Source: an optimization exercise on an open RTL-to-GDS flow (aim: small area and a short achievable clock period). Production flows keep margins and buffers that such runs may drop. At most, simulation tests tie the RTL to the original design; equivalence was not proved. No functional check of the RTL was part of run 3. In every run shown here, the design's own scripts or RTL, not TritonCTS, make the clock network. The clock input has no modelled driver; a real chip could not lean on it and would need a root buffer or a full tree. Power and IR drop assume default switching activity.

File: design.v
module fa(input a, input b, input ci, output s, output co);
  assign s = a ^ b ^ ci;
  assign co = (a & b) | (a & ci) | (b & ci);
endmodule
module or2m(input a, input b, output y);
  assign y = a | b;
endmodule
module nor2m(input a, input b, output y);
  assign y = ~(a | b);
endmodule
module gcell(input gh, input ph, input gl, output g);
  assign g = gh | (ph & gl);
endmodule
module pcell(input ph, input pl, output p);
  assign p = ph & pl;
endmodule
module multiplier(clk, INPUT_A, INPUT_B, RES);
  input clk;
  input [7:0] INPUT_A, INPUT_B;
  output reg [15:0] RES;
  reg [7:0] a_r, b_r;
  reg r2_p0;
  reg r2_p1;
  reg r2_p2;
  reg r2_p3;
  reg r2_p4;
  reg r2_p5;
  reg r2_cin;
  reg r2_g6;
  reg r2_q6;
  reg r2_g7;
  reg r2_q7;
  reg r2_g8;
  reg r2_q8;
  reg r2_g9;
  reg r2_q9;
  reg r2_g10;
  reg r2_q10;
  reg r2_g11;
  reg r2_q11;
  reg r2_g12;
  reg r2_q12;
  reg r2_g13;
  reg r2_q13;
  reg r2_g14;
  reg r2_q14;
  wire [15:0] prod;
  wire pp1;
  wire pp2;
  wire pp3;
  wire pp4;
  wire pp5;
  wire pp6;
  wire pp7;
  wire pp8;
  wire pp9;
  wire pp10;
  wire pp11;
  wire pp12;
  wire pp13;
  wire pp14;
  wire pp15;
  wire pp16;
  wire pp17;
  wire pp18;
  wire pp19;
  wire pp20;
  wire pp21;
  wire pp22;
  wire pp23;
  wire pp24;
  wire pp25;
  wire pp26;
  wire pp27;
  wire pp28;
  wire pp29;
  wire pp30;
  wire pp31;
  wire pp32;
  wire pp33;
  wire pp34;
  wire pp35;
  wire pp36;
  wire pp37;
  wire pp38;
  wire pp39;
  wire pp40;
  wire pp41;
  wire pp42;
  wire pp43;
  wire pp44;
  wire pp45;
  wire pp46;
  wire pp47;
  wire pp48;
  wire pp49;
  wire pp50;
  wire pp51;
  wire pp52;
  wire pp53;
  wire pp54;
  wire pp55;
  wire pp56;
  wire pp57;
  wire pp58;
  wire pp59;
  wire pp60;
  wire pp61;
  wire pp62;
  wire pp63;
  wire pp64;
  wire s65;
  wire c66;
  wire s67;
  wire c68;
  wire s69;
  wire c70;
  wire s71;
  wire c72;
  wire s73;
  wire c74;
  wire s75;
  wire c76;
  wire s77;
  wire c78;
  wire s79;
  wire c80;
  wire s81;
  wire c82;
  wire s83;
  wire c84;
  wire s85;
  wire c86;
  wire s87;
  wire c88;
  wire s89;
  wire c90;
  wire s91;
  wire c92;
  wire s93;
  wire c94;
  wire s95;
  wire c96;
  wire s97;
  wire c98;
  wire s99;
  wire c100;
  wire s101;
  wire c102;
  wire s103;
  wire c104;
  wire s105;
  wire c106;
  wire s107;
  wire c108;
  wire s109;
  wire c110;
  wire s111;
  wire c112;
  wire s113;
  wire c114;
  wire s115;
  wire c116;
  wire s117;
  wire c118;
  wire s119;
  wire c120;
  wire s121;
  wire c122;
  wire s123;
  wire c124;
  wire s125;
  wire c126;
  wire s127;
  wire c128;
  wire s129;
  wire c130;
  wire s131;
  wire c132;
  wire s133;
  wire c134;
  wire s135;
  wire c136;
  wire s137;
  wire c138;
  wire s139;
  wire c140;
  wire s141;
  wire c142;
  wire s143;
  wire c144;
  wire s145;
  wire c146;
  wire s147;
  wire c148;
  wire s149;
  wire c150;
  wire s151;
  wire c152;
  wire s153;
  wire c154;
  wire s155;
  wire c156;
  wire s157;
  wire c158;
  wire g159;
  wire p160;
  wire g161;
  wire p162;
  wire g163;
  wire p164;
  wire g165;
  wire p166;
  wire g167;
  wire p168;
  wire g169;
  wire p170;
  wire g171;
  wire p172;
  wire g173;
  wire p174;
  wire g175;
  wire p176;
  wire G1_177;
  wire G1_179;
  wire P1_180;
  wire G1_181;
  wire P1_182;
  wire G1_183;
  wire P1_184;
  wire G1_185;
  wire P1_186;
  wire G2_187;
  wire G2_189;
  wire P2_190;
  wire G3_191;
  wire G7_193;
  wire G7_195;
  wire G8_197;
  wire G8_199;
  wire G8_201;
  wire G8_203;
  always @(posedge clk) begin
    a_r <= INPUT_A;
    b_r <= INPUT_B;
    r2_p0 <= ~pp1;
    r2_p1 <= s149;
    r2_p2 <= s151;
    r2_p3 <= s153;
    r2_p4 <= s155;
    r2_p5 <= s157;
    r2_cin <= c158;
    r2_g6 <= g159;
    r2_q6 <= p160;
    r2_g7 <= g161;
    r2_q7 <= p162;
    r2_g8 <= g163;
    r2_q8 <= p164;
    r2_g9 <= g165;
    r2_q9 <= p166;
    r2_g10 <= g167;
    r2_q10 <= p168;
    r2_g11 <= g169;
    r2_q11 <= p170;
    r2_g12 <= g171;
    r2_q12 <= p172;
    r2_g13 <= g173;
    r2_q13 <= p174;
    r2_g14 <= g175;
    r2_q14 <= p176;
    RES <= prod;
  end
  assign pp1 = ~(a_r[0] & b_r[0]);
  assign pp2 = ~(a_r[0] & b_r[1]);
  assign pp3 = ~(a_r[0] & b_r[2]);
  assign pp4 = ~(a_r[0] & b_r[3]);
  assign pp5 = ~(a_r[0] & b_r[4]);
  assign pp6 = ~(a_r[0] & b_r[5]);
  assign pp7 = ~(a_r[0] & b_r[6]);
  assign pp8 = ~(a_r[0] & b_r[7]);
  assign pp9 = ~(a_r[1] & b_r[0]);
  assign pp10 = ~(a_r[1] & b_r[1]);
  assign pp11 = ~(a_r[1] & b_r[2]);
  assign pp12 = ~(a_r[1] & b_r[3]);
  assign pp13 = ~(a_r[1] & b_r[4]);
  assign pp14 = ~(a_r[1] & b_r[5]);
  assign pp15 = ~(a_r[1] & b_r[6]);
  assign pp16 = ~(a_r[1] & b_r[7]);
  assign pp17 = ~(a_r[2] & b_r[0]);
  assign pp18 = ~(a_r[2] & b_r[1]);
  assign pp19 = ~(a_r[2] & b_r[2]);
  assign pp20 = ~(a_r[2] & b_r[3]);
  assign pp21 = ~(a_r[2] & b_r[4]);
  assign pp22 = ~(a_r[2] & b_r[5]);
  assign pp23 = ~(a_r[2] & b_r[6]);
  assign pp24 = ~(a_r[2] & b_r[7]);
  assign pp25 = ~(a_r[3] & b_r[0]);
  assign pp26 = ~(a_r[3] & b_r[1]);
  assign pp27 = ~(a_r[3] & b_r[2]);
  assign pp28 = ~(a_r[3] & b_r[3]);
  assign pp29 = ~(a_r[3] & b_r[4]);
  assign pp30 = ~(a_r[3] & b_r[5]);
  assign pp31 = ~(a_r[3] & b_r[6]);
  assign pp32 = ~(a_r[3] & b_r[7]);
  assign pp33 = ~(a_r[4] & b_r[0]);
  assign pp34 = ~(a_r[4] & b_r[1]);
  assign pp35 = ~(a_r[4] & b_r[2]);
  assign pp36 = ~(a_r[4] & b_r[3]);
  assign pp37 = ~(a_r[4] & b_r[4]);
  assign pp38 = ~(a_r[4] & b_r[5]);
  assign pp39 = ~(a_r[4] & b_r[6]);
  assign pp40 = ~(a_r[4] & b_r[7]);
  assign pp41 = ~(a_r[5] & b_r[0]);
  assign pp42 = ~(a_r[5] & b_r[1]);
  assign pp43 = ~(a_r[5] & b_r[2]);
  assign pp44 = ~(a_r[5] & b_r[3]);
  assign pp45 = ~(a_r[5] & b_r[4]);
  assign pp46 = ~(a_r[5] & b_r[5]);
  assign pp47 = ~(a_r[5] & b_r[6]);
  assign pp48 = ~(a_r[5] & b_r[7]);
  assign pp49 = ~(a_r[6] & b_r[0]);
  assign pp50 = ~(a_r[6] & b_r[1]);
  assign pp51 = ~(a_r[6] & b_r[2]);
  assign pp52 = ~(a_r[6] & b_r[3]);
  assign pp53 = ~(a_r[6] & b_r[4]);
  assign pp54 = ~(a_r[6] & b_r[5]);
  assign pp55 = ~(a_r[6] & b_r[6]);
  assign pp56 = ~(a_r[6] & b_r[7]);
  assign pp57 = ~(a_r[7] & b_r[0]);
  assign pp58 = ~(a_r[7] & b_r[1]);
  assign pp59 = ~(a_r[7] & b_r[2]);
  assign pp60 = ~(a_r[7] & b_r[3]);
  assign pp61 = ~(a_r[7] & b_r[4]);
  assign pp62 = ~(a_r[7] & b_r[5]);
  assign pp63 = ~(a_r[7] & b_r[6]);
  assign pp64 = ~(a_r[7] & b_r[7]);
  assign s65 = ~(pp7 ^ pp14);
  or2m u_orc66 (.a(pp7), .b(pp14), .y(c66));
  fa u_fa1 (.a(pp8), .b(pp15), .ci(pp22), .s(s67), .co(c68));
  assign s69 = ~(pp29 ^ pp36);
  or2m u_orc70 (.a(pp29), .b(pp36), .y(c70));
  fa u_fa2 (.a(pp16), .b(pp23), .ci(pp30), .s(s71), .co(c72));
  assign s73 = ~(pp37 ^ pp44);
  or2m u_orc74 (.a(pp37), .b(pp44), .y(c74));
  fa u_fa3 (.a(pp24), .b(pp31), .ci(pp38), .s(s75), .co(c76));
  assign s77 = ~(pp5 ^ pp12);
  or2m u_orc78 (.a(pp5), .b(pp12), .y(c78));
  fa u_fa4 (.a(pp6), .b(pp13), .ci(pp20), .s(s79), .co(c80));
  assign s81 = ~(pp27 ^ pp34);
  or2m u_orc82 (.a(pp27), .b(pp34), .y(c82));
  fa u_fa5 (.a(pp21), .b(pp28), .ci(pp35), .s(s83), .co(c84));
  fa u_fa6 (.a(pp42), .b(pp49), .ci(s65), .s(s85), .co(c86));
  fa u_fa7 (.a(pp43), .b(pp50), .ci(pp57), .s(s87), .co(c88));
  fa u_fa8 (.a(c66), .b(s69), .ci(s67), .s(s89), .co(c90));
  fa u_fa9 (.a(pp51), .b(pp58), .ci(c70), .s(s91), .co(c92));
  fa u_fa10 (.a(s73), .b(c68), .ci(s71), .s(s93), .co(c94));
  fa u_fa11 (.a(pp45), .b(pp52), .ci(pp59), .s(s95), .co(c96));
  fa u_fa12 (.a(c74), .b(c72), .ci(s75), .s(s97), .co(c98));
  fa u_fa13 (.a(pp32), .b(pp39), .ci(pp46), .s(s99), .co(c100));
  fa u_fa14 (.a(pp53), .b(pp60), .ci(c76), .s(s101), .co(c102));
  fa u_fa15 (.a(pp40), .b(pp47), .ci(pp54), .s(s103), .co(c104));
  assign s105 = ~(pp4 ^ pp11);
  or2m u_orc106 (.a(pp4), .b(pp11), .y(c106));
  fa u_fa16 (.a(pp19), .b(pp26), .ci(pp33), .s(s107), .co(c108));
  fa u_fa17 (.a(pp41), .b(c78), .ci(s81), .s(s109), .co(c110));
  fa u_fa18 (.a(c82), .b(c80), .ci(s83), .s(s111), .co(c112));
  fa u_fa19 (.a(c84), .b(s87), .ci(c86), .s(s113), .co(c114));
  fa u_fa20 (.a(c88), .b(s91), .ci(c90), .s(s115), .co(c116));
  fa u_fa21 (.a(s95), .b(c92), .ci(c94), .s(s117), .co(c118));
  fa u_fa22 (.a(c96), .b(s99), .ci(s101), .s(s119), .co(c120));
  fa u_fa23 (.a(pp61), .b(c100), .ci(s103), .s(s121), .co(c122));
  fa u_fa24 (.a(pp48), .b(pp55), .ci(pp62), .s(s123), .co(c124));
  assign s125 = ~(pp3 ^ pp10);
  or2m u_orc126 (.a(pp3), .b(pp10), .y(c126));
  fa u_fa25 (.a(pp18), .b(pp25), .ci(s105), .s(s127), .co(c128));
  fa u_fa26 (.a(c106), .b(s77), .ci(s107), .s(s129), .co(c130));
  fa u_fa27 (.a(c108), .b(s79), .ci(s109), .s(s131), .co(c132));
  fa u_fa28 (.a(c110), .b(s85), .ci(s111), .s(s133), .co(c134));
  fa u_fa29 (.a(c112), .b(s89), .ci(s113), .s(s135), .co(c136));
  fa u_fa30 (.a(s93), .b(c114), .ci(s115), .s(s137), .co(c138));
  fa u_fa31 (.a(s97), .b(c116), .ci(s117), .s(s139), .co(c140));
  fa u_fa32 (.a(c98), .b(s119), .ci(c118), .s(s141), .co(c142));
  fa u_fa33 (.a(c102), .b(s121), .ci(c120), .s(s143), .co(c144));
  fa u_fa34 (.a(c104), .b(s123), .ci(c122), .s(s145), .co(c146));
  fa u_fa35 (.a(pp56), .b(pp63), .ci(c124), .s(s147), .co(c148));
  assign s149 = ~pp2 ^ ~pp9;
  assign c150 = ~pp2 & ~pp9;
  assign s151 = ~pp17 ^ ~s125 ^ c150;
  assign c152 = (~pp17 & ~s125) | (~pp17 & c150) | (~s125 & c150);
  assign s153 = ~s127 ^ ~c126 ^ c152;
  assign c154 = (~s127 & ~c126) | (~s127 & c152) | (~c126 & c152);
  assign s155 = ~s129 ^ ~c128 ^ c154;
  assign c156 = (~s129 & ~c128) | (~s129 & c154) | (~c128 & c154);
  assign s157 = ~s131 ^ ~c130 ^ c156;
  assign c158 = (~s131 & ~c130) | (~s131 & c156) | (~c130 & c156);
  nor2m u_norg159 (.a(s133), .b(c132), .y(g159));
  assign p160 = s133 ^ c132;
  nor2m u_norg161 (.a(s135), .b(c134), .y(g161));
  assign p162 = s135 ^ c134;
  nor2m u_norg163 (.a(s137), .b(c136), .y(g163));
  assign p164 = s137 ^ c136;
  nor2m u_norg165 (.a(s139), .b(c138), .y(g165));
  assign p166 = s139 ^ c138;
  nor2m u_norg167 (.a(s141), .b(c140), .y(g167));
  assign p168 = s141 ^ c140;
  nor2m u_norg169 (.a(s143), .b(c142), .y(g169));
  assign p170 = s143 ^ c142;
  nor2m u_norg171 (.a(s145), .b(c144), .y(g171));
  assign p172 = s145 ^ c144;
  nor2m u_norg173 (.a(s147), .b(c146), .y(g173));
  assign p174 = s147 ^ c146;
  nor2m u_norg175 (.a(pp64), .b(c148), .y(g175));
  assign p176 = pp64 ^ c148;
  assign prod[0] = r2_p0;
  assign prod[1] = r2_p1;
  assign prod[2] = r2_p2;
  assign prod[3] = r2_p3;
  assign prod[4] = r2_p4;
  assign prod[5] = r2_p5;
  gcell u_G1_177 (.gh(r2_g6), .ph(r2_q6), .gl(r2_cin), .g(G1_177));
  gcell u_G1_179 (.gh(r2_g8), .ph(r2_q8), .gl(r2_g7), .g(G1_179));
  pcell u_P1_180 (.ph(r2_q8), .pl(r2_q7), .p(P1_180));
  gcell u_G1_181 (.gh(r2_g10), .ph(r2_q10), .gl(r2_g9), .g(G1_181));
  pcell u_P1_182 (.ph(r2_q10), .pl(r2_q9), .p(P1_182));
  gcell u_G1_183 (.gh(r2_g12), .ph(r2_q12), .gl(r2_g11), .g(G1_183));
  pcell u_P1_184 (.ph(r2_q12), .pl(r2_q11), .p(P1_184));
  gcell u_G1_185 (.gh(r2_g14), .ph(r2_q14), .gl(r2_g13), .g(G1_185));
  pcell u_P1_186 (.ph(r2_q14), .pl(r2_q13), .p(P1_186));
  gcell u_G2_187 (.gh(G1_179), .ph(P1_180), .gl(G1_177), .g(G2_187));
  gcell u_G2_189 (.gh(G1_183), .ph(P1_184), .gl(G1_181), .g(G2_189));
  pcell u_P2_190 (.ph(P1_184), .pl(P1_182), .p(P2_190));
  gcell u_G3_191 (.gh(G2_189), .ph(P2_190), .gl(G2_187), .g(G3_191));
  gcell u_G7_193 (.gh(G1_181), .ph(P1_182), .gl(G2_187), .g(G7_193));
  gcell u_G7_195 (.gh(G1_185), .ph(P1_186), .gl(G3_191), .g(G7_195));
  gcell u_G8_197 (.gh(r2_g7), .ph(r2_q7), .gl(G1_177), .g(G8_197));
  gcell u_G8_199 (.gh(r2_g9), .ph(r2_q9), .gl(G2_187), .g(G8_199));
  gcell u_G8_201 (.gh(r2_g11), .ph(r2_q11), .gl(G7_193), .g(G8_201));
  gcell u_G8_203 (.gh(r2_g13), .ph(r2_q13), .gl(G3_191), .g(G8_203));
  assign prod[6] = r2_q6 ^ r2_cin;
  assign prod[7] = r2_q7 ^ G1_177;
  assign prod[8] = r2_q8 ^ G8_197;
  assign prod[9] = r2_q9 ^ G2_187;
  assign prod[10] = r2_q10 ^ G8_199;
  assign prod[11] = r2_q11 ^ G7_193;
  assign prod[12] = r2_q12 ^ G8_201;
  assign prod[13] = r2_q13 ^ G3_191;
  assign prod[14] = r2_q14 ^ G8_203;
  assign prod[15] = 1'b0 ^ G7_195;
endmodule
File: flow/run.sh
#!/bin/bash
# Own layout flow: the standard flow (standard.sh) with the standard synthesis
# unchanged, small port buffers, and (flow/skew.tcl, run after clock tree synthesis)
# a separate delayed clock branch for the internal pipeline register.
# Each step writes its full output to its own log file here.
set -euo pipefail
here=$(pwd)
extra=()
while IFS= read -r line; do
  [[ -z "$line" || "$line" == \#* ]] && continue
  extra+=("${line//@HERE@/$here}")
done < flow/extra.txt
bash standard.sh synth > "$here/synth.log" 2>&1
bash standard.sh "${extra[@]}" floorplan > "$here/floorplan.log" 2>&1
bash standard.sh "${extra[@]}" place > "$here/place.log" 2>&1
bash standard.sh "${extra[@]}" cts > "$here/cts.log" 2>&1
bash standard.sh "${extra[@]}" route > "$here/route.log" 2>&1
bash standard.sh "${extra[@]}" finish > "$here/finish.log" 2>&1
File: flow/extra.txt
# make variables for the layout steps (one per line; @HERE@ is the work folder)
BUFFER_PORTS_ARGS=-buffer_cell sky130_fd_sc_hd__buf_1
MATCH_CELL_FOOTPRINT=0
POST_CTS_TCL=@HERE@/flow/skew.tcl
SKEW_PATTERN=r2_*
SKEW_CLOCK_PORT=clk
SKEW_DRIVER=sky130_fd_sc_hd__clkbuf_16
SKEW_CANDIDATES=none sky130_fd_sc_hd__clkbuf_1 sky130_fd_sc_hd__clkbuf_2 sky130_fd_sc_hd__clkdlybuf4s15_1 sky130_fd_sc_hd__clkdlybuf4s18_1 sky130_fd_sc_hd__clkdlybuf4s25_1 sky130_fd_sc_hd__clkdlybuf4s50_1 sky130_fd_sc_hd__dlygate4sd1_1 sky130_fd_sc_hd__dlygate4sd2_1 sky130_fd_sc_hd__dlygate4sd3_1 sky130_fd_sc_hd__clkdlybuf4s50_1+sky130_fd_sc_hd__clkbuf_1 sky130_fd_sc_hd__clkdlybuf4s50_1+sky130_fd_sc_hd__clkbuf_2 sky130_fd_sc_hd__clkdlybuf4s50_1+sky130_fd_sc_hd__clkbuf_4 sky130_fd_sc_hd__clkdlybuf4s50_1+sky130_fd_sc_hd__clkdlybuf4s15_1 sky130_fd_sc_hd__clkdlybuf4s50_1+sky130_fd_sc_hd__clkdlybuf4s18_1 sky130_fd_sc_hd__clkdlybuf4s50_1+sky130_fd_sc_hd__clkdlybuf4s25_1 sky130_fd_sc_hd__clkdlybuf4s50_1+sky130_fd_sc_hd__clkdlybuf4s50_1 sky130_fd_sc_hd__clkdlybuf4s50_1+sky130_fd_sc_hd__dlygate4sd1_1 sky130_fd_sc_hd__clkdlybuf4s25_1+sky130_fd_sc_hd__clkbuf_1 sky130_fd_sc_hd__dlygate4sd3_1+sky130_fd_sc_hd__clkbuf_1 sky130_fd_sc_hd__clkdlybuf4s25_1+sky130_fd_sc_hd__clkbuf_2 sky130_fd_sc_hd__dlygate4sd3_1+sky130_fd_sc_hd__clkbuf_2 sky130_fd_sc_hd__clkdlybuf4s25_1+sky130_fd_sc_hd__clkdlybuf4s15_1 sky130_fd_sc_hd__dlygate4sd3_1+sky130_fd_sc_hd__clkdlybuf4s15_1 sky130_fd_sc_hd__clkdlybuf4s25_1+sky130_fd_sc_hd__clkdlybuf4s25_1 sky130_fd_sc_hd__dlygate4sd3_1+sky130_fd_sc_hd__clkdlybuf4s25_1 sky130_fd_sc_hd__clkdlybuf4s50_1+sky130_fd_sc_hd__clkbuf_1+sky130_fd_sc_hd__clkbuf_1 sky130_fd_sc_hd__clkdlybuf4s50_1+sky130_fd_sc_hd__clkbuf_2+sky130_fd_sc_hd__clkbuf_2
SKEW_HOLD_MARGIN=0.05
SKEW_MAIN_DRIVER=sky130_fd_sc_hd__clkbuf_16
SKEW_RESIZE=a_r*=sky130_fd_sc_hd__dfxtp_2 b_r*=sky130_fd_sc_hd__dfxtp_2
SKEW_SETUP_PUSH=0.3
File: flow/skew.tcl
# POST_CTS hook: runs flow/skew_body.tcl at global scope (see that file).
uplevel #0 [list source [file join [file dirname [info script]] skew_body.tcl]]
File: flow/skew_body.tcl
# POST_CTS hook: give the internal pipeline register (cells matching SKEW_PATTERN)
# its own clock branch, a buffer chain from the clock port whose delay balances
# the register-to-register paths into and out of it. The registers that face
# the ports stay on the standard clock tree. Hold is repaired afterwards.
set pattern $::env(SKEW_PATTERN)
set block [ord::get_db_block]
set db [ord::get_db]
set_propagated_clock [all_clocks]

set flops {}
foreach inst [$block getInsts] {
  if {[string match $pattern [$inst getName]] && [$inst findITerm CLK] ne "NULL"} { lappend flops $inst }
}
puts "SKEW: [llength $flops] registers match $pattern"
set clk_net [[$block findBTerm $::env(SKEW_CLOCK_PORT)] getNet]

# centroid of the skewed registers
set sx 0; set sy 0
foreach f $flops { lassign [$f getLocation] x y; set sx [expr {$sx + $x}]; set sy [expr {$sy + $y}] }
set cx [expr {int($sx / [llength $flops])}]
set cy [expr {int($sy / [llength $flops])}]

# move the registers to a new net
set old_nets {}
set skew_net [odb::dbNet_create $block skew_clk_leaf]
$skew_net setSigType CLOCK
foreach f $flops {
  set it [$f findITerm CLK]
  set n [$it getNet]
  if {$n ne "NULL"} { lappend old_nets $n }
  $it disconnect
  $it connect $skew_net
}

set chain {}
set chain_nets {}
proc build_chain {cells} {
  global block db chain chain_nets clk_net skew_net cx cy
  foreach i $chain { odb::dbInst_destroy $i }
  foreach n $chain_nets { odb::dbNet_destroy $n }
  set chain {}; set chain_nets {}
  set prev $clk_net
  set k 0
  set ncell [llength $cells]
  foreach c $cells {
    incr k
    set inst [odb::dbInst_create $block [$db findMaster $c] skew_clk_buf_$k]
    $inst setLocation [expr {$cx + 2000 * $k}] $cy
    $inst setPlacementStatus PLACED
    [$inst findITerm A] connect $prev
    if {$k == $ncell} {
      set out $skew_net
    } else {
      set out [odb::dbNet_create $block skew_clk_n$k]
      $out setSigType CLOCK
      lappend chain_nets $out
    }
    [$inst findITerm X] connect $out
    lappend chain $inst
    set prev $out
  }
}

# remove clock tree buffers left without loads
proc prune_tree {} {
  global block
  set again 1
  while {$again} {
    set again 0
    foreach inst [$block getInsts] {
      set m [[$inst getMaster] getName]
      if {![string match *clkbuf* $m] && ![string match *clkinv* $m] && ![string match *bufinv* $m] && ![string match *inv_* $m]} { continue }
      if {![string match clk* [$inst getName]]} { continue }
      set out [$inst findITerm X]
      if {$out eq "NULL"} { set out [$inst findITerm Y] }
      if {$out eq "NULL"} { continue }
      set n [$out getNet]
      if {$n eq "NULL" || [llength [$n getITerms]] <= 1 && [llength [$n getBTerms]] == 0} {
        puts "SKEW: removing unloaded clock cell [$inst getName]"
        odb::dbInst_destroy $inst
        if {$n ne "NULL"} { odb::dbNet_destroy $n }
        set again 1
      }
    }
  }
}
# optionally replace the rest of the tree by one buffer from the port (small designs)
if {[info exists ::env(SKEW_MAIN_DRIVER)] && $::env(SKEW_MAIN_DRIVER) ne ""} {
  set main {}
  foreach inst [$block getInsts] {
    if {[lsearch -exact $flops $inst] >= 0} { continue }
    set it [$inst findITerm CLK]
    if {$it eq "NULL" || ![[$inst getMaster] isSequential]} { continue }
    lappend main $inst
  }
  set mx 0; set my 0
  foreach f $main { lassign [$f getLocation] x y; set mx [expr {$mx + $x}]; set my [expr {$my + $y}] }
  set mx [expr {int($mx / [llength $main])}]
  set my [expr {int($my / [llength $main])}]
  set main_net [odb::dbNet_create $block main_clk_leaf]
  $main_net setSigType CLOCK
  foreach f $main {
    set it [$f findITerm CLK]
    $it disconnect
    $it connect $main_net
  }
  set mb [odb::dbInst_create $block [$db findMaster $::env(SKEW_MAIN_DRIVER)] main_clk_buf]
  $mb setLocation $mx $my
  $mb setPlacementStatus PLACED
  [$mb findITerm A] connect $clk_net
  [$mb findITerm X] connect $main_net
  puts "SKEW: [llength $main] other registers on one $::env(SKEW_MAIN_DRIVER)"
}
prune_tree

# optional drive-strength changes, "pattern=master" pairs in SKEW_RESIZE
if {[info exists ::env(SKEW_RESIZE)]} {
  foreach pair $::env(SKEW_RESIZE) {
    lassign [split $pair =] pat master
    foreach inst [$block getInsts] {
      if {[string match $pat [$inst getName]]} {
        $inst swapMaster [$db findMaster $master]
      }
    }
    puts "SKEW: resized $pat to $master"
  }
}

proc choose_chain {} {
  global best best_ws drv
  set best ""
  set best_ws -1e9
  foreach cand $::env(SKEW_CANDIDATES) {
    set cells [concat [split $cand +] $drv]
    if {$cand eq "none"} { set cells $drv }
    build_chain $cells
    estimate_parasitics -placement
    set ws [worst_slack -max]
    puts "SKEW: chain $cells worst setup slack $ws"
    if {$ws > $best_ws + 0.005} { set best_ws $ws; set best $cells }
  }
  puts "SKEW: chosen chain $best ($best_ws)"
  build_chain $best
  estimate_parasitics -placement
}
set drv $::env(SKEW_DRIVER)
choose_chain
if {[info exists ::env(SKEW_SETUP_PUSH)] && $::env(SKEW_SETUP_PUSH) > 0} {
  set ws [worst_slack -max]
  set pargs {-skip_pin_swap -skip_gate_cloning -skip_buffering}
  if {[info exists ::env(SKEW_PUSH_ARGS)]} { set pargs $::env(SKEW_PUSH_ARGS) }
  repair_timing -setup -setup_margin [expr {$ws + $::env(SKEW_SETUP_PUSH)}] {*}$pargs -verbose
  estimate_parasitics -placement
  puts "SKEW: after setup push: [worst_slack -max]"
  choose_chain
}
build_chain $best
estimate_parasitics -placement
# optional second skewed group: the registers whose own paths want a later clock
proc pin_slack {args} {
  set cmd [concat report_checks $args -format end]
  set v [with_output_to_variable x $cmd]
  if {[regexp {([-0-9.]+) \((MET|VIOLATED)\)} $x -> sl]} { return $sl }
  return 9
}
proc build_chain2 {cells} {
  global block db chain2 chain2_nets clk_net skew2_net cx2 cy2
  foreach i $chain2 { odb::dbInst_destroy $i }
  foreach n $chain2_nets { odb::dbNet_destroy $n }
  set chain2 {}; set chain2_nets {}
  set prev $clk_net
  set k 0
  set ncell [llength $cells]
  foreach c $cells {
    incr k
    set inst [odb::dbInst_create $block [$db findMaster $c] skew2_clk_buf_$k]
    $inst setLocation [expr {$cx2 + 2000 * $k}] $cy2
    $inst setPlacementStatus PLACED
    [$inst findITerm A] connect $prev
    if {$k == $ncell} {
      set out $skew2_net
    } else {
      set out [odb::dbNet_create $block skew2_clk_n$k]
      $out setSigType CLOCK
      lappend chain2_nets $out
    }
    [$inst findITerm X] connect $out
    lappend chain2 $inst
    set prev $out
  }
}
if {[info exists ::env(SKEW_GROUP2)] && $::env(SKEW_GROUP2) > 0} {
  set late {}
  foreach f $flops {
    set n [$f getName]
    set si [pin_slack -to [get_pins "$n/D"]]
    set so [pin_slack -from [get_pins "$n/CLK"]]
    if {$so - $si > $::env(SKEW_GROUP2)} { lappend late $f }
    puts "SKEW: $n in $si out $so"
  }
  if {[llength $late] > 0 && [llength $late] < [llength $flops]} {
    set chain2 {}; set chain2_nets {}
    set skew2_net [odb::dbNet_create $block skew2_clk_leaf]
    $skew2_net setSigType CLOCK
    set sx 0; set sy 0
    foreach f $late { lassign [$f getLocation] x y; set sx [expr {$sx + $x}]; set sy [expr {$sy + $y}] }
    set cx2 [expr {int($sx / [llength $late])}]
    set cy2 [expr {int($sy / [llength $late]) + 2720}]
    foreach f $late { set it [$f findITerm CLK]; $it disconnect; $it connect $skew2_net }
    set base $best
    foreach round {1 2} {
      set b2 ""; set b2ws -1e9
      foreach cand $::env(SKEW_CANDIDATES2) {
        set cells [split $cand +]
        build_chain2 $cells
        estimate_parasitics -placement
        set ws [worst_slack -max]
        puts "SKEW: group2 chain $cells worst setup slack $ws"
        if {$ws > $b2ws + 0.005} { set b2ws $ws; set b2 $cells }
      }
      build_chain2 $b2
      puts "SKEW: group2 ([llength $late] registers) chain $b2 ($b2ws)"
      choose_chain
    }
  }
}

# registers of the skewed group whose own paths do not need the delay, but whose
# hold it would break, go back to the main branch
if {[info exists main_net]} {
  foreach f $flops {
    set pin [get_pins "[$f getName]/D"]
    set hp [find_timing_paths -to $pin -path_delay min]
    if {[llength $hp] == 0} { continue }
    set hs [get_property [lindex $hp 0] slack]
    if {$hs >= 0.05} { continue }
    set it [$f findITerm CLK]
    set orig [$it getNet]
    $it disconnect; $it connect $main_net
    estimate_parasitics -placement
    set ws [worst_slack -max]
    if {$ws < $best_ws - 0.01} {
      $it disconnect; $it connect $orig
      estimate_parasitics -placement
    } else {
      puts "SKEW: [$f getName] (hold slack $hs) back on the main branch, setup $ws"
    }
  }
}
detailed_placement
estimate_parasitics -placement
puts "SKEW: after placement: setup [worst_slack -max] hold [worst_slack -min]"
repair_timing -hold -hold_margin $::env(SKEW_HOLD_MARGIN) -verbose
detailed_placement
check_placement -verbose
estimate_parasitics -placement
puts "SKEW: final: setup [worst_slack -max] hold [worst_slack -min]"
File: standard.sh
#!/bin/bash
# synth_recipe.tcl (not shown) runs the flow's synth.tcl, then flattens the netlist and writes it again
# the make line also repeats each setting of config.mk as NAME=value (left out here)
make -C /OpenROAD-flow-scripts/flow DESIGN_CONFIG=/design/flow/config.mk WORK_HOME=/design/flow/orfs CLKGATE_MAP_FILE= SYNTH_SCRIPT=/design/flow/synth_recipe.tcl "${@:-finish}"
File: config.mk
export PLATFORM = sky130hd
export DESIGN_NAME = multiplier
export DESIGN_NICKNAME = multiplier
export VERILOG_FILES = /design/flow/design.v
export SDC_FILE = /design/flow/constraint.sdc
export NUM_CORES = 4
export LEC_CHECK = 0
export CAP_MARGIN = 20
export CORE_MARGIN = 2
export CORE_UTILIZATION = 40
export PLACE_DENSITY = 0.7
export SLEW_MARGIN = 20
export SYNTH_HIERARCHICAL = 1
File: constraint.sdc
create_clock -name core_clock -period 4.0 [get_ports {clk}]
set_input_delay 0.8000 -clock core_clock [delete_from_list [all_inputs] [get_ports {clk}]]
set_output_delay 0.8000 -clock core_clock [all_outputs]
set_load 0.01 [all_outputs]
==> metrics list, run 1 <==
- IR analysis of the VDD net gives a maximum drop of 251 uV.
- Cell Pwr Density: 531 nW/um^2
- Counting flops and latches in the post-synthesis netlist gives 57.
- The floorplan step defined a core boundary enclosing 6460 um^2.
- Summed over all failing endpoints, the final setup total negative slack is 0 ps.
- Before antenna repair, the detailed router went through 4 iterations.
- In the global route stage, met3 resource usage came out at 0.0143.
- Worst Tran Pin Value: 247 ps
* Crit. Startpoint: r2_q6
* Site row count: 29
- Part of the power in the clock network: 0.175
* Flop-to-flop setup slack: 1950 ps
- For this run, global-route usage on met1 was measured as 0.158.
* Net switching power of the design: 0.484 mW
* Number of cells on the worst hold path: 2
- In this run the tool buffered the top-level ports with 32 buffer cells.
- The layer flagged by global routing as most heavily used is met2.
- Synthesized netlist cell count: 240
* Mapped cell area: 2700 um^2
- Rel. slew slack: 0.834
* Clock Latency Late Sink: 830 ps
- Total inserted antenna cells: 0
* Register with the most flip-flops: RES
- In the final layout, the registers with the most flip-flops are RES x16, a_r x8, b_r x8.
- Clock skew on the completed layout was measured at 660 ps.
- Capturing element type of the critical path: flop
* Layout Cells excl Fill: 344
* Switching share of power: 0.307
- The area growth from synthesis to layout is 9.95%.
- Dividing the detail-routed via count by the number of cells gives 4.70.
- Kind of launch point of the worst setup path: flop
- Worst Path Class, Setup: reg2reg
- Entering global routing, the biggest net connects 34 pins.
* Final period demand of the worst path: 2050 ps
- Final WL: 4.36 mm
- I/O pin total: 33
- Gate power share: 0.311
* Initial cell density of the core: 0.418
- Worst reg2reg path depth: 5
- For this run the aggregate overflow at the end of global routing stands at 0.
- Run status: timing/DRC/antenna clean
- Fraction of layout cells with a size suffix above 1: 0.0787
- Count of clock tree sinks: 57
* Synthesized net count: 297
* Number of hold-slack violations in the final timing report: 0
- Worst endpoint data arrival time: 2130 ps
- The synthesized netlist contains 13 unique library cells.
- Number of slew-limit violations in the final report: 0
- Class of the most critical hold timing path: reg2reg
- Summed over all nets, the half-perimeter wirelength after detailed placement is 3.35 mm.
- Maximum frequency from static timing analysis: 0.489 GHz
* Largest fanout of any net on the critical path: 4
* CTS clock-pin slew for the worst setup and hold paths: 120 ps
* Met2 global-route usage: 0.245
- The first global-routing pass estimated 7.67 mm of wire.
- The tool flagged a number of max-cap violations equal to 0.
* Worst EP required: 4080 ps
- Setup violations remaining at the end of the flow were counted as 0.
* Final Cycle Share: 0.511
- DP Cell Count: 337
- Measured along the x axis, the die boundary spans 86.2 um.
- Critical path destination: RES[14]
- Routed length per instance: 12.7 um
- At the end of routability-driven placement, the weighted congestion stood at 0.945.
- The via count of the first global-routing pass was 1755.
- Total number of yosys warnings: 7
- Setup repair after global routing left no endpoint under its margin.
- The detailed router finished its first iteration with 38 violations.
* Number of antenna violations at the first check in global routing: 0
- From bottom edge to top edge, the die measures 86.2 um.
- After the last flow step, the layout net total stands at 326.
- Internal power consumption: 1.09 mW
- Across every metal layer, demand over resource in global routing totals 0.130.
- Leakage power figure: 1.24 nW
- Reg power frac: 0.514
- The startpoint identified for the worst register-to-register timing path is r2_q6.
* Max FFs per register: 16
* Worst reg2reg path endpoint: RES[14]
- Once detail routing completed, the nets flagged for antenna violations numbered 0.
- Post-Synthesis Mean Instance Area: 11.3 um^2
- Via count of the routed design: 1617
- Area of the die: 7430 um^2
- Of the synthesized area, sequential elements account for 0.422.
- Post-route DRC violation count: 0
-- cell families after synthesis --
family | Yosys count | synth area share
AND/OR/NAND/NOR | 85 | 0.133
flip-flops | 57 | 0.422
adder cells (fa/ha/maj) | 40 | 0.294
XOR/XNOR | 25 | 0.0810
buffers and inverters | 19 | 0.0315
AO/OA/AOI/OAI | 14 | 0.0389
-- power by group through the flow --
| stage | sequential, mW | combinational [mW] | clock (mW) |
|---|---|---|---|
| 2_1_floorplan | 0.834 | 0.359 | 0 |
| 3_5_place_dp | 0.826 | 0.497 | 0 |
| 3_3_place_gp | 0.824 | 0.482 | 0 |
| 5_1_grt | 0.836 | 0.566 | 0.314 |
| 6_report | 0.811 | 0.490 | 0.277 |
-- modules after synthesis, one instance, submodules excluded --
module | area [um^2] | copies in the design | flops+latches | cells inside
multiplier | 1790 | 1 | 57 | 170
fa | 20.0 | 35 | 0 | 1
gcell | 7.51 | 14 | 0 | 1
or2m | 6.26 | 7 | 0 | 1
pcell | 6.26 | 5 | 0 | 1
nor2m | 3.75 | 9 | 0 | 1
-- worst min path at each step --
stage,from,to,slack [ps]
floorplan,r2_p0,RES[0],310
global placement,r2_p1,RES[1],310
detailed placement,r2_p3,RES[3],310
global route,b_r[0],r2_p1,110
finish,b_r[0],r2_p1,60
-- metal layers --
metal,share of wire,up-vias
met5,0,-
met2,0.53,41
met4,0.012,0
li1,-,773
met1,0.42,798
met3,0.040,5
-- layout make-up --
class / count / area, um^2
inverters: 7 / 26.3
flip-flops and latches: 57 / 1160
well taps: 77 / 96.3
plain buffers: 5 / 70.1
repair buffers: 34 / 140
multi-input cells: 164 / 1480
fillers: 611 / 3490
-- critical path, stage by stage, from the launching register on --
cell                      delay (ps)
sky130_fd_sc_hd__dfxtp_2         330
sky130_fd_sc_hd__a21o_1          210
sky130_fd_sc_hd__a21o_1          210
sky130_fd_sc_hd__a21o_1          220
sky130_fd_sc_hd__a21o_1          170
sky130_fd_sc_hd__xor2_1          150
-- through the flow --
step | worst slack [ps] | util | hold slack [ps] | area (um^2) | total power [mW]
2_1_floorplan | 1380 | - | 310 | 2700 | 1.19
5_1_grt | 1840 | 0.460 | 108 | 2970 | 1.72
3_3_place_gp | 1310 | 0.443 | 312 | 2860 | 1.31
6_report | 1950 | 0.460 | 65.0 | 2970 | 1.58
3_5_place_dp | 1250 | 0.443 | 312 | 2860 | 1.32
-- cells in the mapped netlist, drive strengths merged --
master / number / area, um^2
dfxtp: 57 / 1140
nand2: 60 / 225
xnor2: 6 / 52.6
buf: 11 / 55.1
a21o: 14 / 105
nor2: 9 / 33.8
or2: 7 / 43.8
ha: 1 / 12.5
clkbuf: 1 / 3.75
inv: 7 / 26.3
and2: 9 / 56.3
fa: 39 / 781
xor2: 19 / 166
-- layout by cell type, fill, tap and decap left out --
cell                               n
sky130_fd_sc_hd__nand2_1          60
sky130_fd_sc_hd__dfxtp_1          40
sky130_fd_sc_hd__fa_1             39
sky130_fd_sc_hd__buf_1            32
sky130_fd_sc_hd__xor2_1           19
sky130_fd_sc_hd__dfxtp_2          17
sky130_fd_sc_hd__a21o_1           14
sky130_fd_sc_hd__and2_1            9
sky130_fd_sc_hd__nor2_1            9
sky130_fd_sc_hd__inv_1             7
sky130_fd_sc_hd__or2_1             7
sky130_fd_sc_hd__xnor2_1           6
sky130_fd_sc_hd__dlygate4sd3_1     2
sky130_fd_sc_hd__clkbuf_16         2
sky130_fd_sc_hd__clkbuf_2          2
sky130_fd_sc_hd__ha_1              1
sky130_fd_sc_hd__clkdlybuf4s50_1   1
==> run 2, diff against run 1 <==
--- a/config.mk
+++ b/config.mk
@@ -8,6 +8,5 @@
 export CAP_MARGIN = 20
 export CORE_MARGIN = 2
 export CORE_UTILIZATION = 40
-export PLACE_DENSITY = 0.7
 export SLEW_MARGIN = 20
 export SYNTH_HIERARCHICAL = 1
==> metrics list, run 2 <==
- The run finished with no timing, DRC or antenna violations.
- Buffers on Ports: 32 (unchanged)
- Number of slew-limit violations in the final report: 0 (unchanged)
- Area growth from synthesis to layout: 9.77%
- Vias in the first global route: 1735 (-1.1%)
- Fin util: 0.459 (-0.000775)
- Chip Height: 86.2 um (unchanged)
- The number of nets produced by synthesis is 297 (unchanged).
* Count leader, synth: sky130_fd_sc_hd__nand2_1
* Fraction of synthesized cell area taken by the top area cell type: 0.422 (unchanged)
- The total global routing track utilization came to 0.129 (-0.00114).
* Site row count: 29 (unchanged)
- Library cell occupying the most area in the post-synthesis netlist: sky130_fd_sc_hd__dfxtp_1
* Maximum frequency from static timing analysis: 0.492 GHz (+0.65%)
* Sequential-to-total area share from yosys stat: 0.422 (unchanged)
* Final net count: 325 (-0.31%)
- Cells traversed along the worst timing path: a21o_1 -> a21o_1 -> a21o_1 -> a21o_1 -> xor2_1
* Worst Path Class, Setup: reg2reg
* Count of clock tree sinks: 57 (unchanged)
- Most frequent cells in the layout: sky130_fd_sc_hd__nand2_1 (60), sky130_fd_sc_hd__dfxtp_1 (40), sky130_fd_sc_hd__fa_1 (39)
* Number of flops mapped to enable cells by yosys: 0 (unchanged)
- The final RePlAce weighted congestion is 0.889 (-5.9%).
* Worst reg2reg path depth: 5 (unchanged)
- Mapped cell area: 2700 um^2 (unchanged)
- The setup slack of the most critical reg-to-reg path is 1970 ps (about the same).
- Worst reg2reg path endpoint: RES[14]
- Synthesized netlist cell count: 240 (unchanged)
* Register with the most flip-flops: RES
- Async set or reset register ratio after synthesis: 0 (unchanged)
- Place WS: 1260 ps (+14.8 ps)
* Area of the die: 7430 um^2 (unchanged)
- The post-route DRC violation count is 0 (unchanged).
- The post-detailed-placement half-perimeter wirelength came to 3.27 mm (-2.2%).
- The power density over the cells was 523 nW/um^2 (-1.5%).
- Routed length per instance: 12.1 um (-4.7%)
- Clock Latency Late Sink: 810 ps (-20 ps)
* 1st-iter DRT viols: 32 (-16%)
* Most used flip-flop cell after synthesis: sky130_fd_sc_hd__dfxtp_1
* Total inserted antenna cells: 0 (unchanged)
- Worst EP required: 4080 ps (about the same)
- The post-route minimum period was 2030 ps (-13.2 ps).
* Final worst hold slack: 71.4 ps (+6.40 ps)
* Biggest area contributors in the synthesized netlist: sky130_fd_sc_hd__dfxtp_1 (42%), sky130_fd_sc_hd__fa_1 (29%), sky130_fd_sc_hd__nand2_1 (8.3%)
* Global-route wire length before repair: 7.61 mm (-0.72%)
- The worst voltage drop across the vdd grid was 236 uV (-6.1%).
* Total number of yosys warnings: 7 (unchanged)
- Hold wc startpoint: a_r[1]
- The highest fanout seen on the critical path is 4 (unchanged).
- The total of fill cells in the finished design came to 627 (+2.6%).
- The largest registers in the layout are RES x16, a_r x8, b_r x8.
* Detailed-routing iteration count for the pre-antenna-repair pass: 4 (unchanged)
- Layout Cells excl Fill: 343 (-0.29%)
* Final Cycle Share: 0.508 (-0.00330)
- Worst Tran Pin Value: 213 ps (-33.6 ps)
- Total gr overflow: 0 (unchanged)
- Number of antenna violations at the first check in global routing: 0 (unchanged)
* Rel. slew slack: 0.857 (+0.0225)
* Max FFs per register: 16 (unchanged)
- The share of layout cells above drive strength 1 came to 0.0752 (-0.00346).
- Maximum capacitance violations: 0 (unchanged)
- Largest net degree at the start of global routing: 35 (+2.9%)
* Class of the most critical hold timing path: reg2reg
- Number of distinct library cells after synthesis: 13 (unchanged)
* Total power of the final layout: 1.55 mW (-1.6%)
- Most frequent cells after synthesis: sky130_fd_sc_hd__nand2_1 (60), sky130_fd_sc_hd__dfxtp_1 (57), sky130_fd_sc_hd__fa_1 (39)
- Unrepaired setup endpoints after global routing: false
* Post-detailed-route count of antenna-violating nets: 0 (unchanged)
- Seq. cell area: 1160 um^2 (unchanged)
- Width of the die: 86.2 um (unchanged)
* Critical path's largest stage delay: 330 ps (about the same)
- The number of register bits inferred by synthesis is 57 (unchanged).
- Commonest non-fill, non-tap cell in the layout: sky130_fd_sc_hd__nand2_1
- Post-Layout Inst Area: 2970 um^2 (-0.17%)
* Placeable core area: 6460 um^2 (unchanged)
- Area taken by multi-input logic gates: 1480 um^2 (unchanged)
- DP Cell Count: 337 (unchanged)
* Via count of the routed design: 1620 (+0.19%)
* Final WL: 4.15 mm (-5.0%)
* Number of cells on the worst hold path: 2 (unchanged)
- Worst endpoint data arrival time: 2110 ps (-20 ps)
- STA classifies the critical path startpoint as a flop.
- Leakage power figure: 1.24 nW (-0.31%)
* Post-Route Setup TNS: 0 ps (unchanged)
- The number of ports placed on the die boundary is 33 (unchanged).
- Area of placed instances: 2860 um^2 (unchanged)
- The worst hold path terminates at r2_p1.
- The slowest stage of the critical path is the sky130_fd_sc_hd__dfxtp_2 cell.
- CTS clock-pin slew for the worst setup and hold paths: 120 ps (about the same)
- The setup slack of the critical path after layout was 1970 ps (+13.2 ps).
- Among the stages of the critical path, the cell type that occurs most often is sky130_fd_sc_hd__a21o_1.
- The post-synthesis area per instance was 11.3 um^2 (unchanged).
- The worst setup path is captured at a flop.
- Setup Skew: 639 ps (-20.5 ps)
- In this run the critical register-to-register path is launched from r2_q6.
- Final setup violation count: 0 (unchanged)
- Number of hold-slack violations in the final timing report: 0 (unchanged)
* Initial cell density of the core: 0.418 (unchanged)
- The vias per cell came to 4.72 (+0.48%).
-- run 2: cell counts after synthesis --
Identical to the previous run, type by type.
-- run 2: worst max path at each step --
stage,from,end,slack [ps],cells after the start
after floorplan,b_r[7],r2_q10,1380,7
after detailed placement,b_r[7],r2_q10,1260,6
after global routing,b_r[7],r2_q10,1880,6
after global placement,a_r[3],r2_q10,1300,6
final,r2_q6,RES[14],1970,5
-- run 2: layout make-up --
| type | instances | share of cell area |
|---|---|---|
| Sequential cell | 57 | 0.392 |
| Multi-Input combinational cell | 164 | 0.498 |
| Timing Repair Buffer | 34 | 0.0472 |
| Tap cell | 77 | 0.0325 |
| Inverter | 7 | 0.00886 |
| Buffer | 4 | 0.0219 |
-- run 2: power by group --
part           internal, mW  switching, mW
registers             0.734         0.0762
logic                 0.234          0.246
clock network         0.112          0.150
total                  1.08          0.472
-- run 2: routing by layer --
| metal | global-route usage | vias to the layer above | share of wire |
|---|---|---|---|
| li1 | - | 773 | - |
| met1 | 0.159 | 806 | 0.42 |
| met2 | 0.239 | 38 | 0.53 |
| met3 | 0.0171 | 3 | 0.039 |
| met4 | 0.0298 | 0 | 0.0080 |
| met5 | 0 | - | 0 |
-- run 2: kinds of logic (layout without fill, tap and decap cells) --
group                    Yosys count  count (layout)  share of synthesized area
AO/OA/AOI/OAI                     14              14                     0.0389
flip-flops                        57              57                      0.422
buffers and inverters             19              45                     0.0315
adder cells (fa/ha/maj)           40              40                      0.294
XOR/XNOR                          25              25                     0.0810
AND/OR/NAND/NOR                   85              85                      0.133
-- run 2: worst max-delay path, delay by kind of cell, from the launching register on --
| family | cells | cell delay (ps) |
|---|---|---|
| xor+xnor | 1 | 150 |
| compound gates | 4 | 820 |
| flops | 1 | 330 |
-- run 2: per-module statistics from Yosys (local to each module, per instance) --
| module | cells | copies in the design | area [um^2] |
|---|---|---|---|
| pcell | 1 | 5 | 6.26 |
| or2m | 1 | 7 | 6.26 |
| gcell | 1 | 14 | 7.51 |
| multiplier | 170 | 1 | 1790 |
| fa | 1 | 35 | 20.0 |
| nor2m | 1 | 9 | 3.75 |
==> run 3, diff against run 2 <==
--- a/design.v
+++ b/design.v
@@ -25,9 +25,8 @@
   reg r2_p3;
   reg r2_p4;
   reg r2_p5;
+  reg r2_p6;
   reg r2_cin;
-  reg r2_g6;
-  reg r2_q6;
   reg r2_g7;
   reg r2_q7;
   reg r2_g8;
@@ -203,8 +202,8 @@
   wire c156;
   wire s157;
   wire c158;
-  wire g159;
-  wire p160;
+  wire s159;
+  wire c160;
   wire g161;
   wire p162;
   wire g163;
@@ -228,14 +227,11 @@
   wire P1_182;
   wire G1_183;
   wire P1_184;
-  wire G1_185;
-  wire P1_186;
   wire G2_187;
   wire G2_189;
   wire P2_190;
   wire G3_191;
   wire G7_193;
-  wire G7_195;
   wire G8_197;
   wire G8_199;
   wire G8_201;
@@ -249,9 +245,8 @@
     r2_p3 <= s153;
     r2_p4 <= s155;
     r2_p5 <= s157;
-    r2_cin <= c158;
-    r2_g6 <= g159;
-    r2_q6 <= p160;
+    r2_p6 <= s159;
+    r2_cin <= c160;
     r2_g7 <= g161;
     r2_q7 <= p162;
     r2_g8 <= g163;
@@ -393,8 +388,8 @@
   assign c156 = (~s129 & ~c128) | (~s129 & c154) | (~c128 & c154);
   assign s157 = ~s131 ^ ~c130 ^ c156;
   assign c158 = (~s131 & ~c130) | (~s131 & c156) | (~c130 & c156);
-  nor2m u_norg159 (.a(s133), .b(c132), .y(g159));
-  assign p160 = s133 ^ c132;
+  assign s159 = ~s133 ^ ~c132 ^ c158;
+  assign c160 = (~s133 & ~c132) | (~s133 & c158) | (~c132 & c158);
   nor2m u_norg161 (.a(s135), .b(c134), .y(g161));
   assign p162 = s135 ^ c134;
   nor2m u_norg163 (.a(s137), .b(c136), .y(g163));
@@ -417,33 +412,30 @@
   assign prod[3] = r2_p3;
   assign prod[4] = r2_p4;
   assign prod[5] = r2_p5;
-  gcell u_G1_177 (.gh(r2_g6), .ph(r2_q6), .gl(r2_cin), .g(G1_177));
-  gcell u_G1_179 (.gh(r2_g8), .ph(r2_q8), .gl(r2_g7), .g(G1_179));
-  pcell u_P1_180 (.ph(r2_q8), .pl(r2_q7), .p(P1_180));
-  gcell u_G1_181 (.gh(r2_g10), .ph(r2_q10), .gl(r2_g9), .g(G1_181));
-  pcell u_P1_182 (.ph(r2_q10), .pl(r2_q9), .p(P1_182));
-  gcell u_G1_183 (.gh(r2_g12), .ph(r2_q12), .gl(r2_g11), .g(G1_183));
-  pcell u_P1_184 (.ph(r2_q12), .pl(r2_q11), .p(P1_184));
-  gcell u_G1_185 (.gh(r2_g14), .ph(r2_q14), .gl(r2_g13), .g(G1_185));
-  pcell u_P1_186 (.ph(r2_q14), .pl(r2_q13), .p(P1_186));
+  assign prod[6] = r2_p6;
+  gcell u_G1_177 (.gh(r2_g7), .ph(r2_q7), .gl(r2_cin), .g(G1_177));
+  gcell u_G1_179 (.gh(r2_g9), .ph(r2_q9), .gl(r2_g8), .g(G1_179));
+  pcell u_P1_180 (.ph(r2_q9), .pl(r2_q8), .p(P1_180));
+  gcell u_G1_181 (.gh(r2_g11), .ph(r2_q11), .gl(r2_g10), .g(G1_181));
+  pcell u_P1_182 (.ph(r2_q11), .pl(r2_q10), .p(P1_182));
+  gcell u_G1_183 (.gh(r2_g13), .ph(r2_q13), .gl(r2_g12), .g(G1_183));
+  pcell u_P1_184 (.ph(r2_q13), .pl(r2_q12), .p(P1_184));
   gcell u_G2_187 (.gh(G1_179), .ph(P1_180), .gl(G1_177), .g(G2_187));
   gcell u_G2_189 (.gh(G1_183), .ph(P1_184), .gl(G1_181), .g(G2_189));
   pcell u_P2_190 (.ph(P1_184), .pl(P1_182), .p(P2_190));
   gcell u_G3_191 (.gh(G2_189), .ph(P2_190), .gl(G2_187), .g(G3_191));
   gcell u_G7_193 (.gh(G1_181), .ph(P1_182), .gl(G2_187), .g(G7_193));
-  gcell u_G7_195 (.gh(G1_185), .ph(P1_186), .gl(G3_191), .g(G7_195));
-  gcell u_G8_197 (.gh(r2_g7), .ph(r2_q7), .gl(G1_177), .g(G8_197));
-  gcell u_G8_199 (.gh(r2_g9), .ph(r2_q9), .gl(G2_187), .g(G8_199));
-  gcell u_G8_201 (.gh(r2_g11), .ph(r2_q11), .gl(G7_193), .g(G8_201));
-  gcell u_G8_203 (.gh(r2_g13), .ph(r2_q13), .gl(G3_191), .g(G8_203));
-  assign prod[6] = r2_q6 ^ r2_cin;
-  assign prod[7] = r2_q7 ^ G1_177;
-  assign prod[8] = r2_q8 ^ G8_197;
-  assign prod[9] = r2_q9 ^ G2_187;
-  assign prod[10] = r2_q10 ^ G8_199;
-  assign prod[11] = r2_q11 ^ G7_193;
-  assign prod[12] = r2_q12 ^ G8_201;
-  assign prod[13] = r2_q13 ^ G3_191;
-  assign prod[14] = r2_q14 ^ G8_203;
-  assign prod[15] = 1'b0 ^ G7_195;
+  gcell u_G8_197 (.gh(r2_g8), .ph(r2_q8), .gl(G1_177), .g(G8_197));
+  gcell u_G8_199 (.gh(r2_g10), .ph(r2_q10), .gl(G2_187), .g(G8_199));
+  gcell u_G8_201 (.gh(r2_g12), .ph(r2_q12), .gl(G7_193), .g(G8_201));
+  gcell u_G8_203 (.gh(r2_g14), .ph(r2_q14), .gl(G3_191), .g(G8_203));
+  assign prod[7] = r2_q7 ^ r2_cin;
+  assign prod[8] = r2_q8 ^ G1_177;
+  assign prod[9] = r2_q9 ^ G8_197;
+  assign prod[10] = r2_q10 ^ G2_187;
+  assign prod[11] = r2_q11 ^ G8_199;
+  assign prod[12] = r2_q12 ^ G7_193;
+  assign prod[13] = r2_q13 ^ G8_201;
+  assign prod[14] = r2_q14 ^ G3_191;
+  assign prod[15] = 1'b0 ^ G8_203;
 endmodule
==> flow/extra.txt (replaced) <==
# make variables for the layout steps (one per line; @HERE@ is the work folder)
BUFFER_PORTS_ARGS=-buffer_cell sky130_fd_sc_hd__buf_1
MATCH_CELL_FOOTPRINT=0
POST_CTS_TCL=@HERE@/flow/skew.tcl
SKEW_PATTERN=r2_*
SKEW_CLOCK_PORT=clk
SKEW_DRIVER=sky130_fd_sc_hd__clkbuf_16
SKEW_CANDIDATES=none sky130_fd_sc_hd__clkbuf_1 sky130_fd_sc_hd__clkbuf_2 sky130_fd_sc_hd__clkdlybuf4s15_1 sky130_fd_sc_hd__clkdlybuf4s18_1 sky130_fd_sc_hd__clkdlybuf4s25_1 sky130_fd_sc_hd__clkdlybuf4s50_1 sky130_fd_sc_hd__clkdlybuf4s50_1+sky130_fd_sc_hd__clkbuf_1 sky130_fd_sc_hd__clkdlybuf4s50_1+sky130_fd_sc_hd__clkbuf_2 sky130_fd_sc_hd__clkdlybuf4s50_1+sky130_fd_sc_hd__clkdlybuf4s15_1 sky130_fd_sc_hd__clkdlybuf4s50_1+sky130_fd_sc_hd__clkdlybuf4s18_1 sky130_fd_sc_hd__clkdlybuf4s50_1+sky130_fd_sc_hd__clkdlybuf4s25_1 sky130_fd_sc_hd__clkdlybuf4s50_1+sky130_fd_sc_hd__clkdlybuf4s50_1
SKEW_HOLD_MARGIN=0.05
SKEW_MAIN_DRIVER=sky130_fd_sc_hd__clkbuf_16
SKEW_RESIZE=a_r*=sky130_fd_sc_hd__dfxtp_2 b_r*=sky130_fd_sc_hd__dfxtp_2
SKEW_SETUP_PUSH=0.3
--- a/flow/skew_body.tcl
+++ b/flow/skew_body.tcl
@@ -147,9 +147,7 @@
 choose_chain
 if {[info exists ::env(SKEW_SETUP_PUSH)] && $::env(SKEW_SETUP_PUSH) > 0} {
   set ws [worst_slack -max]
-  set pargs {-skip_pin_swap -skip_gate_cloning -skip_buffering}
-  if {[info exists ::env(SKEW_PUSH_ARGS)]} { set pargs $::env(SKEW_PUSH_ARGS) }
-  repair_timing -setup -setup_margin [expr {$ws + $::env(SKEW_SETUP_PUSH)}] {*}$pargs -verbose
+  repair_timing -setup -setup_margin [expr {$ws + $::env(SKEW_SETUP_PUSH)}] -skip_pin_swap -skip_gate_cloning -skip_buffering -verbose
   estimate_parasitics -placement
   puts "SKEW: after setup push: [worst_slack -max]"
   choose_chain
==> metrics list, run 3 <==
* Count leader, synth: sky130_fd_sc_hd__nand2_1
* Area growth from synthesis to layout: 12.1%
- Total number of yosys warnings: 7 (unchanged)
* Synthesized netlist cell count: 236 (-1.7%)
- Most frequent cells in the layout: sky130_fd_sc_hd__nand2_1 (59), sky130_fd_sc_hd__dfxtp_1 (39), sky130_fd_sc_hd__fa_1 (38)
* Fraction of synthesized cell area taken by the top area cell type: 0.419 (-0.00353)
* I/O pin total: 33 (unchanged)
- Via count normalized by instance count: 4.54 (-4.0%)
* Gate power share: 0.309 (about the same)
* Post-Synthesis Mean Instance Area: 11.3 um^2 (+0.75%)
* Worst IR Drop VDD: 213 uV (-9.7%)
- By area the synthesized netlist is led by sky130_fd_sc_hd__dfxtp_1 (42%), sky130_fd_sc_hd__fa_1 (30%), sky130_fd_sc_hd__nand2_1 (8.4%).
- The diode insertion count for antenna repair came to 0 (unchanged).
- Total gr overflow: 0 (unchanged)
- The final net count was 326 (+0.31%).
* Layout Cells excl Fill: 343 (unchanged)
- The max-slew headroom at the worst pin was 0.836 (-0.0209).
- Simple-gate portion of the synthesized area: 0.131 (-0.00156)
- Reg power frac: 0.516 (-0.006)
- The fraction of the core area covered by cells at the end of the flow came to 0.467 (+0.00805).
- In the synthesized netlist the dominant register cell turns out to be sky130_fd_sc_hd__dfxtp_1.
* Maximum frequency from static timing analysis: 0.410 GHz (-17%)
- Leakage power figure: 1.24 nW (+0.21%)
- Post-detailed-route count of antenna-violating nets: 0 (unchanged)
- Cell Pwr Density: 512 nW/um^2 (-2.2%)
- The post-detailed-placement half-perimeter wirelength was 3.20 mm (-2.3%).
* Worst Path Class, Setup: reg2reg
* Worst endpoint data arrival time: 3310 ps (+1200 ps)
- The commonest cells after synthesis are sky130_fd_sc_hd__nand2_1 (60), sky130_fd_sc_hd__dfxtp_1 (56), sky130_fd_sc_hd__fa_1 (40).
* Number of flops mapped to enable cells by yosys: 0 (unchanged)
* Final WL: 3.99 mm (-3.9%)
- The routed length per placed instance was 11.6 um (-3.9%).
- The count of cells along the worst register-to-register path is 9 (+4).
* Launching point of the worst reg2reg path: a_r[2]
- In the final layout, the registers with the most flip-flops are RES x16, a_r x8, b_r x8.
- Sequential-to-total area share from yosys stat: 0.419 (-0.00353)
- Class of the most critical hold timing path: reg2reg
- Worst EP required: 4880 ps (+800 ps)
- Main combinational cell family by area after synthesis: adder cells
- The post-route cell area is 3000 um^2 (+1.2%).
- The total negative setup slack was 0 ps (unchanged).
- Clock Latency Late Sink: 920 ps (+110 ps)
- The final RePlAce weighted congestion is 0.856 (-3.7%).
* Synthesized net count: 294 (-1.0%)
- The flip-flop count of the largest register after layout is 16 (unchanged).
- Hold Crit Endpoint: r2_q14
- The worst setup timing slack at the placement stage was 958 ps (-306 ps).
- Number of cells on the worst hold path: 3 (+1)
- Synthesized-area fraction occupied by adder cells: 0.304 (+0.0102)
- The net switching component of the power came to 0.464 mW (-1.7%).
- Mapped cell area: 2680 um^2 (-0.93%)
* Capturing element type of the critical path: flop
- The slew at the pin closest to its max-slew limit is 244 ps (+31.2 ps).
- Final critical-path setup slack: 1560 ps (-404 ps)
* Hold wc startpoint: b_r[6]
- Library cell occupying the most area in the post-synthesis netlist: sky130_fd_sc_hd__dfxtp_1
- The number of max-slew violations in the final report is 0 (unchanged).
- The number of register bits inferred by synthesis came to 56 (-1.8%).
- Met2 global-route usage: 0.235 (-0.00382)
* Number of hold-slack violations in the final timing report: 0 (unchanged)
* Number of antenna violations at the first check in global routing: 0 (unchanged)
* Vias in the first global route: 1664 (-4.1%)
- The total global routing track utilization is 0.128 (-0.00111).
* Site row count: 29 (unchanged)
- The endpoint identified for the worst register-to-register timing path is r2_p6.
- Count of clock tree sinks: 56 (-1.8%)
- Commonest non-fill, non-tap cell in the layout: sky130_fd_sc_hd__nand2_1
- The number of distinct library cells after synthesis was 15 (+2).
- The run finished with no timing, DRC or antenna violations.
- Buffers on Ports: 32 (unchanged)
- CTS clock-pin slew for the worst setup and hold paths: 120 ps (about the same)
- Width of the die: 85.8 um (-0.44%)
* Flop-to-flop setup slack: 1560 ps (-400 ps)
- Detailed-routing iteration count for the pre-antenna-repair pass: 6 (+2)
* Maximum capacitance violations: 0 (unchanged)
- The share of the cycle needed by the critical path after routing came to 0.609 (+0.101).
* Initial cell density of the core: 0.417 (-0.00153)
- Global routing usage on met1: 0.154 (-0.00416)
* Setup Skew: 749 ps (+109 ps)
- The number of DRC violations after detailed-routing iteration 0 is 56 (+75%).
* Fraction of layout cells with a size suffix above 1: 0.0902 (+0.0150)
* Kind of launch point of the worst setup path: flop
- Placeable core area: 6420 um^2 (-0.56%)
- Final setup violation count: 0 (unchanged)
- Largest fanout of any net on the critical path: 8 (+4)
* Largest net degree at the start of global routing: 35 (unchanged)
- Unrepaired setup endpoints after global routing: false
* Via count of the routed design: 1556 (-4.0%)
- Compound-gate portion of the synthesized area: 0.0336 (-0.00524)
- Ranked by flip-flop count, first place goes to RES.
- Internal power consumption: 1.07 mW (-0.73%)
- DP Cell Count: 333 (-1.2%)
* Met3 Track Usage GR: 0.0183 (+0.00114)
* Share of the synthesized netlist area taken by xor and xnor gates: 0.0752 (-0.00578)
* Part of the power in the clock network: 0.175 (+0.006)
* Area of placed instances: 2830 um^2 (-1.1%)
* Final period demand of the worst path: 2440 ps (+404 ps)
- met2 is the most crowded layer.
- Post-synthesis mux area share: 0 (unchanged)
* Switching share of power: 0.302 (-0.00215)
- Chip Height: 85.8 um (-0.44%)
* Async set or reset register ratio after synthesis: 0 (unchanged)
* Global-route wire length before repair: 7.33 mm (-3.6%)
- The post-route DRC violation count was 0 (unchanged).
* Area of the die: 7360 um^2 (-0.88%)
==> run 3: cell types whose count changed in the layout (fill, tap and decap cells not counted), moves of 2 or more <==
cell	before	now
sky130_fd_sc_hd__xor2_1	19	17
sky130_fd_sc_hd__a21o_1	14	12
sky130_fd_sc_hd__and2_2	0	2
sky130_fd_sc_hd__and2_1	9	6
sky130_fd_sc_hd__dfxtp_4	0	6
sky130_fd_sc_hd__dlygate4sd3_1	3	6
sky130_fd_sc_hd__inv_1	7	9
sky130_fd_sc_hd__dfxtp_2	17	11
sky130_fd_sc_hd__fa_2	0	2
==> run 3: metal layers <==
layer  vias to the layer above  wire length (um)
met3                         5               120
met2                        26              2100
li1                        765                 -
met1                       760              1700
met4                         0                68
met5                         -                 0
==> run 3: worst max-delay path by stage <==
stage	from	to	slack [ps]	cells after the start
floorplan	b_r[3]	r2_p6	1140	11
global placement	b_r[3]	r2_p6	1020	10
detailed placement	b_r[3]	r2_p6	960	10
global route	a_r[2]	r2_p6	1430	9
finish	a_r[2]	r2_p6	1560	9
==> run 3: per-stage QoR <==
stage          total power, mW  hold WS (ps)
2_1_floorplan             1.17           310
6_report                  1.54          52.2
3_3_place_gp              1.28           310
5_1_grt                   1.67           119
3_5_place_dp              1.29           313
==> run 3: per-module statistics from Yosys (local to each module, per instance) <==
module	area [um^2]	cells inside
gcell	7.51	1
fa	20.0	1
nor2m	3.75	1
or2m	6.26	1
pcell	6.26	1
multiplier	1790	170
==> run 3: worst max-delay path, stage by stage, from the launching register on <==
cell,delay [ps]
sky130_fd_sc_hd__dfxtp_4,390
sky130_fd_sc_hd__dlygate4sd3_1,540
sky130_fd_sc_hd__and2_1,170
sky130_fd_sc_hd__fa_1,450
sky130_fd_sc_hd__fa_2,360
sky130_fd_sc_hd__fa_2,340
sky130_fd_sc_hd__fa_1,360
sky130_fd_sc_hd__inv_1,70
sky130_fd_sc_hd__fa_1,400
sky130_fd_sc_hd__inv_1,50
==> run 3: kinds of logic after synthesis <==
kind of cell / after synthesis
and+or+nand+nor: 83
AOI/OAI and AO/OA: 12
adders and majority gates: 41
xor gates and xnor gates: 23
DFF: 56
buffers and inverters: 21
==> run 3: final cells by class <==
cell class                      count  area (um^2)
Fill cell                         608         3420
Multi-Input combinational cell    159         1460
Sequential cell                    56         1160
Timing Repair Buffer               38          180
Tap cell                           77         96.3
Buffer                              4         70.1
Inverter                            9         33.8
==> run 3: power by group through the flow <==
stage	Combinational (mW)	Sequential [mW]	Clock [mW]
after floorplan	0.349	0.821	0
after global placement	0.476	0.806	0
after detailed placement	0.481	0.809	0
after global routing	0.552	0.814	0.305
final	0.475	0.792	0.269

-- static timing again, ports no longer ideal --
In the flow no input, the clock included, has a driving cell. The finished layouts below were timed again as built, in two steps.
Step 1 sets driving cells, clkbuf_16 on the clock port and buf_2 on the other inputs (assumed; they add their load-dependent delay and slew).
Step 2, shift: input delay + t, output delay - t, t = (earliest + latest rising clock arrival at the registers) / 2. This alone moves slack from input paths to output paths.
a / b / c = no drivers / after step 1 / after step 2; a / b = the first two.
run | t (ns) | slack for setup (ns) | worst hold slack (ns) | clock arrival spread, ns | worst data-port slew with drivers (ns)
run 1 | 0.544 | 1.954 / 1.955 / 1.955 | 0.065 / 0.066 / 0.066 | 0.660 / 0.660 | 0.05
run 2 | 0.530 | 1.967 / 1.968 / 1.968 | 0.071 / 0.072 / 0.072 | 0.640 / 0.639 | 0.03
run 3 | 0.591 | 1.563 / 1.562 / 1.562 | 0.052 / 0.053 / 0.053 | 0.749 / 0.749 | 0.03
In every run listed the clock reaches the registers at very different times; t lies between them, and the last value is a rough guide only. The setup slack of run 3, which loses most, moves by -0.001 ns with the drivers and by -0.001 ns with both steps.
